Source: an optimization exercise on an open RTL-to-GDS flow (aim: small area and a short achievable clock period). Production flows keep margins and buffers that such runs may drop. Where RTL was checked, it was by simulation tests only, not by an equivalence proof against the original. No activity file was given, so power comes from the tool's default toggle rates.

==> module pg_ctrl, before the edit <==
module pg_ctrl(
    input  wire clk,
    input  wire reset,
    input  wire active,
    output reg  idle_detect,
    output reg  power_gated,
    output wire clk_en
);
    assign clk_en = ~power_gated;
    reg [2:0] idle_counter;
    always @(posedge clk or posedge reset) begin
        if (reset) begin
            idle_counter <= 3'd0;
            idle_detect  <= 1'b0;
            power_gated  <= 1'b0;
        end else if (active) begin
            idle_counter <= 3'd0;
            idle_detect  <= 1'b0;
            power_gated  <= 1'b0;
        end else begin
            if (idle_counter != 3'd7)
                idle_counter <= idle_counter + 3'd1;
            if (idle_counter >= 3'd5)
                idle_detect <= 1'b1;
            if (idle_counter == 3'd7)
                power_gated <= 1'b1;
        end
    end
endmodule
==> module Memory_with_power_gating, before the edit <==
module Memory_with_power_gating(
    input  wire clk,
    input  wire reset,
    input  wire [3:0] addr,
    input  wire [7:0] data_in,
    input  wire write_en,
    input  wire req_valid,
    output reg  [7:0] data_out,
    output wire idle_detect,
    output wire power_gated,
    output wire clk_en
);
    reg [7:0]  mem [0:15];
    reg [15:0] valid;
    reg [3:0] prev_addr;
    reg [7:0] prev_data_in;
    reg       prev_write_en;
    wire activity_detected = req_valid || (addr != prev_addr) ||
                             (data_in != prev_data_in) || (write_en != prev_write_en);
    wire [3:0] lo   = 4'd1 << addr[1:0];
    wire [3:0] hi   = 4'd1 << addr[3:2];
    wire       wr   = req_valid & write_en;
    wire       rd   = req_valid & ~write_en;
    wire [3:0] hi_w = hi & {4{wr}};
    wire [3:0] hi_r = hi & {4{rd}};
    wire [15:0] we_w, rd_sel;
    genvar w;
    generate
        for (w = 0; w < 16; w = w + 1) begin : word
            assign we_w[w]   = lo[w % 4] & hi_w[w / 4];
            assign rd_sel[w] = lo[w % 4] & hi_r[w / 4] & valid[w];
        end
    endgenerate
    reg  [7:0]  data_out_next;
    integer j;
    always @(*) begin
        data_out_next = ({8{wr}} & data_in) | ({8{~req_valid}} & data_out);
        for (j = 0; j < 16; j = j + 1)
            data_out_next = data_out_next | (mem[j] & {8{rd_sel[j]}});
    end
    integer m;
    always @(posedge clk) begin
        for (m = 0; m < 16; m = m + 1)
            if (we_w[m])
                mem[m] <= data_in;
    end
    always @(posedge clk or posedge reset) begin
        if (reset) begin
            data_out      <= 8'd0;
            valid         <= 16'd0;
            prev_addr     <= 4'd0;
            prev_data_in  <= 8'd0;
            prev_write_en <= 1'b0;
        end else begin
            data_out <= data_out_next;
            valid <= valid | we_w;
            prev_addr     <= addr;
            prev_data_in  <= data_in;
            prev_write_en <= write_en;
        end
    end
    pg_ctrl ctrl (
        .clk(clk), .reset(reset), .active(activity_detected),
        .idle_detect(idle_detect), .power_gated(power_gated), .clk_en(clk_en)
    );
endmodule
==> module Power_Management_Controller, before the edit <==
module Power_Management_Controller(
    input  wire clk,
    input  wire reset,
    input  wire alu_idle,
    input  wire mem_idle,
    input  wire io_idle,
    input  wire alu_power_gated,
    input  wire mem_power_gated,
    input  wire io_power_gated,
    output reg  system_power_save_mode,
    output wire [1:0] active_modules_count,
    output wire [7:0] power_efficiency_metric
);
    reg  [7:0]  total_neg;
    reg  [12:0] gated25;
    reg  [6:0]  metric;
    reg  [1:0]  gated_units;
    assign active_modules_count = ~gated_units;
    assign power_efficiency_metric = {1'b0, metric};
    wire [7:0]  total_neg_next = (total_neg != 8'd1) ? total_neg - 8'd1 : total_neg;
    wire [12:0] gated25_next   = (system_power_save_mode && gated25 != 13'd6375) ?
                                 gated25 + 13'd25 : gated25;
    reg  [7:0]  div_r;
    reg  [2:0]  div_q;
    wire [14:0] num_next = {gated25_next, 2'b00};
    wire [8:0]  p6 = num_next[14:6];
    wire        q6, q5, q4;
    wire [7:0]  r6, r5, r4;
    pmc_div_step st6 (.p(p6),                 .tneg(total_neg_next), .q(q6), .r(r6));
    pmc_div_step st5 (.p({r6, num_next[5]}),  .tneg(total_neg_next), .q(q5), .r(r5));
    pmc_div_step st4 (.p({r5, num_next[4]}),  .tneg(total_neg_next), .q(q4), .r(r4));
    wire [14:0] num = {gated25, 2'b00};
    wire        q3, q2, q1, q0;
    wire [7:0]  r3, r2, r1, r0;
    pmc_div_step st3 (.p({div_r, num[3]}), .tneg(total_neg), .q(q3), .r(r3));
    pmc_div_step st2 (.p({r3, num[2]}),    .tneg(total_neg), .q(q2), .r(r2));
    pmc_div_step st1 (.p({r2, num[1]}),    .tneg(total_neg), .q(q1), .r(r1));
    pmc_div_step st0 (.p({r1, num[0]}),    .tneg(total_neg), .q(q0), .r(r0));
    always @(posedge clk or posedge reset) begin
        if (reset) begin
            system_power_save_mode <= 1'b0;
            gated_units            <= 2'b00;
            metric                 <= 7'd0;
            total_neg              <= 8'h00;
            gated25                <= 13'd0;
            div_r                  <= 8'd0;
            div_q                  <= 3'd0;
        end else begin
            total_neg <= total_neg_next;
            gated25   <= gated25_next;
            gated_units <= {1'b0, alu_power_gated} + {1'b0, mem_power_gated} + {1'b0, io_power_gated};
            system_power_save_mode <= alu_power_gated & mem_power_gated & io_power_gated;
            div_r  <= r4;
            div_q  <= {q6, q5, q4};
            metric <= {div_q, q3, q2, q1, q0};
        end
    end
endmodule
==> flow/config.mk <==
export PLATFORM = sky130hd
export DESIGN_NAME = Processor_with_Power_Gating
export DESIGN_NICKNAME = Processor_with_Power_Gating
export VERILOG_FILES = /design/flow/design.v
export SDC_FILE = /design/flow/constraint.sdc
export NUM_CORES = 4
export LEC_CHECK = 0
export CAP_MARGIN = 20
export CORE_MARGIN = 2
export CORE_UTILIZATION = 40
export SLEW_MARGIN = 20
==> flow/constraint.sdc <==
create_clock -name core_clock -period 90.0 [get_ports {clk}]
set_input_delay 18.0000 -clock core_clock [delete_from_list [all_inputs] [get_ports {clk}]]
set_output_delay 18.0000 -clock core_clock [all_outputs]
set_load 0.01 [all_outputs]
standard.sh (not shown) runs the stock make flow with config.mk's settings and CLKGATE_MAP_FILE= SYNTH_SCRIPT=/design/flow/synth_recipe.tcl, a recipe that flattens the netlist after the stock synthesis.
==> flow/flow/run.sh <==
#!/bin/bash
# The standard layout (the standard.sh, unchanged synthesis and steps),
# with two changes:
#  - the port buffers that global placement inserts on every input and output
#    are sky130_fd_sc_hd__buf_2 instead of the default clkdlybuf4s50_1 delay
#    cell;
#  - clock tree synthesis inserts no dummy load cells, and builds the tree
#    from small clock buffers.
set -euo pipefail
export BUFFER_PORTS_ARGS="-buffer_cell sky130_fd_sc_hd__buf_2"
export CTS_ARGS="-sink_clustering_enable -repair_clock_nets -dont_use_dummy_load -buf_list {sky130_fd_sc_hd__clkbuf_4 sky130_fd_sc_hd__clkbuf_8}"
bash standard.sh > standard.log 2>&1
Change:
--- a/flow/design.v
+++ b/flow/design.v
@@ -4,26 +4,29 @@
     input  wire active,
     output reg  idle_detect,
     output reg  power_gated,
-    output wire clk_en
+    output reg  clk_en
 );
-    assign clk_en = ~power_gated;
     reg [2:0] idle_counter;
     always @(posedge clk or posedge reset) begin
         if (reset) begin
             idle_counter <= 3'd0;
             idle_detect  <= 1'b0;
             power_gated  <= 1'b0;
+            clk_en       <= 1'b1;
         end else if (active) begin
             idle_counter <= 3'd0;
             idle_detect  <= 1'b0;
             power_gated  <= 1'b0;
+            clk_en       <= 1'b1;
         end else begin
             if (idle_counter != 3'd7)
                 idle_counter <= idle_counter + 3'd1;
             if (idle_counter >= 3'd5)
                 idle_detect <= 1'b1;
-            if (idle_counter == 3'd7)
+            if (idle_counter == 3'd7) begin
                 power_gated <= 1'b1;
+                clk_en      <= 1'b0;
+            end
         end
     end
 endmodule
@@ -105,20 +108,10 @@
     reg       prev_write_en;
     wire activity_detected = req_valid || (addr != prev_addr) ||
                              (data_in != prev_data_in) || (write_en != prev_write_en);
-    wire [3:0] lo   = 4'd1 << addr[1:0];
-    wire [3:0] hi   = 4'd1 << addr[3:2];
-    wire       wr   = req_valid & write_en;
-    wire       rd   = req_valid & ~write_en;
-    wire [3:0] hi_w = hi & {4{wr}};
-    wire [3:0] hi_r = hi & {4{rd}};
-    wire [15:0] we_w, rd_sel;
-    genvar w;
-    generate
-        for (w = 0; w < 16; w = w + 1) begin : word
-            assign we_w[w]   = lo[w % 4] & hi_w[w / 4];
-            assign rd_sel[w] = lo[w % 4] & hi_r[w / 4] & valid[w];
-        end
-    endgenerate
+    wire [15:0] sel = 16'd1 << addr;
+    wire        wr  = req_valid & write_en;
+    wire        rd  = req_valid & ~write_en;
+    wire [15:0] rd_sel = valid & sel & {16{rd}};
     reg  [7:0]  data_out_next;
     integer j;
     always @(*) begin
@@ -126,11 +119,9 @@
         for (j = 0; j < 16; j = j + 1)
             data_out_next = data_out_next | (mem[j] & {8{rd_sel[j]}});
     end
-    integer m;
     always @(posedge clk) begin
-        for (m = 0; m < 16; m = m + 1)
-            if (we_w[m])
-                mem[m] <= data_in;
+        if (wr)
+            mem[addr] <= data_in;
     end
     always @(posedge clk or posedge reset) begin
         if (reset) begin
@@ -141,7 +132,8 @@
             prev_write_en <= 1'b0;
         end else begin
             data_out <= data_out_next;
-            valid <= valid | we_w;
+            if (wr)
+                valid <= valid | sel;
             prev_addr     <= addr;
             prev_data_in  <= data_in;
             prev_write_en <= write_en;
@@ -220,14 +212,12 @@
     input  wire mem_power_gated,
     input  wire io_power_gated,
     output reg  system_power_save_mode,
-    output wire [1:0] active_modules_count,
+    output reg  [1:0] active_modules_count,
     output wire [7:0] power_efficiency_metric
 );
     reg  [7:0]  total_neg;
     reg  [12:0] gated25;
     reg  [6:0]  metric;
-    reg  [1:0]  gated_units;
-    assign active_modules_count = ~gated_units;
     assign power_efficiency_metric = {1'b0, metric};
     wire [7:0]  total_neg_next = (total_neg != 8'd1) ? total_neg - 8'd1 : total_neg;
     wire [12:0] gated25_next   = (system_power_save_mode && gated25 != 13'd6375) ?
@@ -251,7 +241,7 @@
     always @(posedge clk or posedge reset) begin
         if (reset) begin
             system_power_save_mode <= 1'b0;
-            gated_units            <= 2'b00;
+            active_modules_count   <= 2'b11;
             metric                 <= 7'd0;
             total_neg              <= 8'h00;
             gated25                <= 13'd0;
@@ -260,7 +250,7 @@
         end else begin
             total_neg <= total_neg_next;
             gated25   <= gated25_next;
-            gated_units <= {1'b0, alu_power_gated} + {1'b0, mem_power_gated} + {1'b0, io_power_gated};
+            active_modules_count <= {1'b0, ~alu_power_gated} + {1'b0, ~mem_power_gated} + {1'b0, ~io_power_gated};
             system_power_save_mode <= alu_power_gated & mem_power_gated & io_power_gated;
             div_r  <= r4;
             div_q  <= {q6, q5, q4};
Outcome: The changed run produced a clean layout; total power is about the same; count of clock-buffer cells in the layout is lower by 1; synthesized cell count went up by a few percent; via count increases by a few percent; wire length went up slightly; synthesized area rose slightly; combinational power hardly moves; worst hold slack hardly moves; sequential power stays flat; worst setup slack gets worse by 0.019 ns; global-route usage goes up by 0.17 points; cell count rises by a few percent; clock skew drops by 0.079 ns; non-clock buffer count came out higher by 2.
The RTL of the first run of this note was laid out without a check of its function.

---

job 101:
Starting RTL as in the previous note.
==> flow/config.mk <==
export PLATFORM = sky130hd
export DESIGN_NAME = Processor_with_Power_Gating
export DESIGN_NICKNAME = Processor_with_Power_Gating
export VERILOG_FILES = /design/flow/design.v
export SDC_FILE = /design/flow/constraint.sdc
export NUM_CORES = 4
export LEC_CHECK = 0
export CAP_MARGIN = 20
export CORE_MARGIN = 2
export CORE_UTILIZATION = 40
export SLEW_MARGIN = 20
==> flow/constraint.sdc <==
create_clock -name core_clock -period 90.0 [get_ports {clk}]
set_input_delay 18.0000 -clock core_clock [delete_from_list [all_inputs] [get_ports {clk}]]
set_output_delay 18.0000 -clock core_clock [all_outputs]
set_load 0.01 [all_outputs]
==> flow/flow/run.sh <==
#!/bin/bash
# The standard layout (the standard.sh, unchanged synthesis and steps),
# with two changes:
#  - the port buffers that global placement inserts on every input and output
#    are sky130_fd_sc_hd__buf_2 instead of the default clkdlybuf4s50_1 delay
#    cell;
#  - clock tree synthesis inserts no dummy load cells, and builds the tree
#    from small clock buffers.
set -euo pipefail
export BUFFER_PORTS_ARGS="-buffer_cell sky130_fd_sc_hd__buf_2"
export CTS_ARGS="-sink_clustering_enable -repair_clock_nets -dont_use_dummy_load -root_buf sky130_fd_sc_hd__clkbuf_16 -buf_list {sky130_fd_sc_hd__clkbuf_2}"
bash standard.sh > standard.log 2>&1
Modified inputs, job 102 compared to job 101
-- flow/design.v --
<<< job 101, line 104
    reg [7:0] prev_data_in;
    reg       prev_write_en;
    wire activity_detected = req_valid || (addr != prev_addr) ||
                             (data_in != prev_data_in) || (write_en != prev_write_en);
    wire [3:0] lo   = 4'd1 << addr[1:0];
    wire [3:0] hi   = 4'd1 << addr[3:2];
    wire       wr   = req_valid & write_en;
    wire       rd   = req_valid & ~write_en;
    wire [3:0] hi_w = hi & {4{wr}};
    wire [3:0] hi_r = hi & {4{rd}};
    wire [15:0] we_w, rd_sel;
    genvar w;
    generate
        for (w = 0; w < 16; w = w + 1) begin : word
            assign we_w[w]   = lo[w % 4] & hi_w[w / 4];
            assign rd_sel[w] = lo[w % 4] & hi_r[w / 4] & valid[w];
        end
    endgenerate
>>> job 102, line 104
    reg [7:0] prev_data_in;
    reg       prev_write_en;
    reg       prev_req_valid;
    wire addr_same = (addr == prev_addr);
    wire activity_detected = req_valid || !addr_same ||
                             (data_in != prev_data_in) || (write_en != prev_write_en);
    wire        pending = prev_req_valid & prev_write_en;
    wire [15:0] wr_word = {16{pending}} & (16'd1 << prev_addr);
    wire [15:0] readable = valid & ~wr_word;
    wire [3:0] lo   = 4'd1 << addr[1:0];
    wire [3:0] hi   = 4'd1 << addr[3:2];
    wire       wr   = req_valid & write_en;
    wire       rd   = req_valid & ~write_en;
    wire [3:0] hi_r = hi & {4{rd}};
    wire       fwd  = rd & pending & addr_same;
    wire [15:0] rd_sel;
    genvar w;
    generate
        for (w = 0; w < 16; w = w + 1) begin : word
            assign rd_sel[w] = lo[w % 4] & hi_r[w / 4] & readable[w];
        end
    endgenerate
<<< job 101, line 123
    integer j;
    always @(*) begin
        data_out_next = ({8{wr}} & data_in) | ({8{~req_valid}} & data_out);
        for (j = 0; j < 16; j = j + 1)
            data_out_next = data_out_next | (mem[j] & {8{rd_sel[j]}});
>>> job 102, line 127
    integer j;
    always @(*) begin
        data_out_next = ({8{wr}} & data_in) | ({8{~req_valid}} & data_out) |
                        ({8{fwd}} & prev_data_in);
        for (j = 0; j < 16; j = j + 1)
            data_out_next = data_out_next | (mem[j] & {8{rd_sel[j]}});
<<< job 101, line 130
    always @(posedge clk) begin
        for (m = 0; m < 16; m = m + 1)
            if (we_w[m])
                mem[m] <= data_in;
    end
    always @(posedge clk or posedge reset) begin
        if (reset) begin
            data_out      <= 8'd0;
            valid         <= 16'd0;
            prev_addr     <= 4'd0;
            prev_data_in  <= 8'd0;
            prev_write_en <= 1'b0;
        end else begin
            data_out <= data_out_next;
            valid <= valid | we_w;
            prev_addr     <= addr;
            prev_data_in  <= data_in;
            prev_write_en <= write_en;
        end
    end
>>> job 102, line 135
    always @(posedge clk) begin
        for (m = 0; m < 16; m = m + 1)
            if (wr_word[m])
                mem[m] <= prev_data_in;
    end
    always @(posedge clk or posedge reset) begin
        if (reset) begin
            data_out       <= 8'd0;
            valid          <= 16'd0;
            prev_addr      <= 4'd0;
            prev_data_in   <= 8'd0;
            prev_write_en  <= 1'b0;
            prev_req_valid <= 1'b0;
        end else begin
            data_out       <= data_out_next;
            valid          <= valid | wr_word;
            prev_addr      <= addr;
            prev_data_in   <= data_in;
            prev_write_en  <= write_en;
            prev_req_valid <= req_valid;
        end
    end
[summary]
In the metrics for job 101 and job 102, the one carrying the lower post-route non-filler standard cell count is job 101.
Job 102 and job 101 ended up with roughly the same total design power.
Die footprint ended up 1.1% higher on job 102 than on job 101.
Job 101 and job 102 ended up with nearly the same worst hold slack.
Job 101 → job 102: area share of and/or/nand/nor cells after synthesis rose 1.3 points; total of flip-flops plus latches after synthesis rose about 0.4%; remaining routing DRC violations about even; detailed router's first-iteration violation count fell 273.
No functional check of the RTL was part of any run of this note.

==> re-timing with driven ports <==
In the flow no input, the clock included, has a driving cell. The finished layouts below were timed again as built, in two steps. Step 1 assumes that a clkbuf_16 drives the clock port and a buf_2 every other input. Step 2 also shifts input and output timing later by t, the mid clock arrival at the registers, as if the neighbouring blocks saw the same clock. Three values: no drivers, after step 1, after step 2; two values: the first two.
run | t (ns) | setup WS [ns] | worst setup path at the end
the first run of note 1 | 0.570 | 70.379 / 70.394 / 69.824 | input to register
the second run of note 1 | 0.560 | 70.360 / 70.369 / 69.809 | input to register
job 101 | 0.528 | 70.298 / 70.320 / 69.793 | input to register
job 102 | 0.522 | 69.977 / 69.999 / 69.477 | input to register
After both steps every run listed still meets setup and hold. The setup slack of the first run of note 1, which loses most, moves by +0.015 ns with the drivers and by -0.555 ns with both steps.
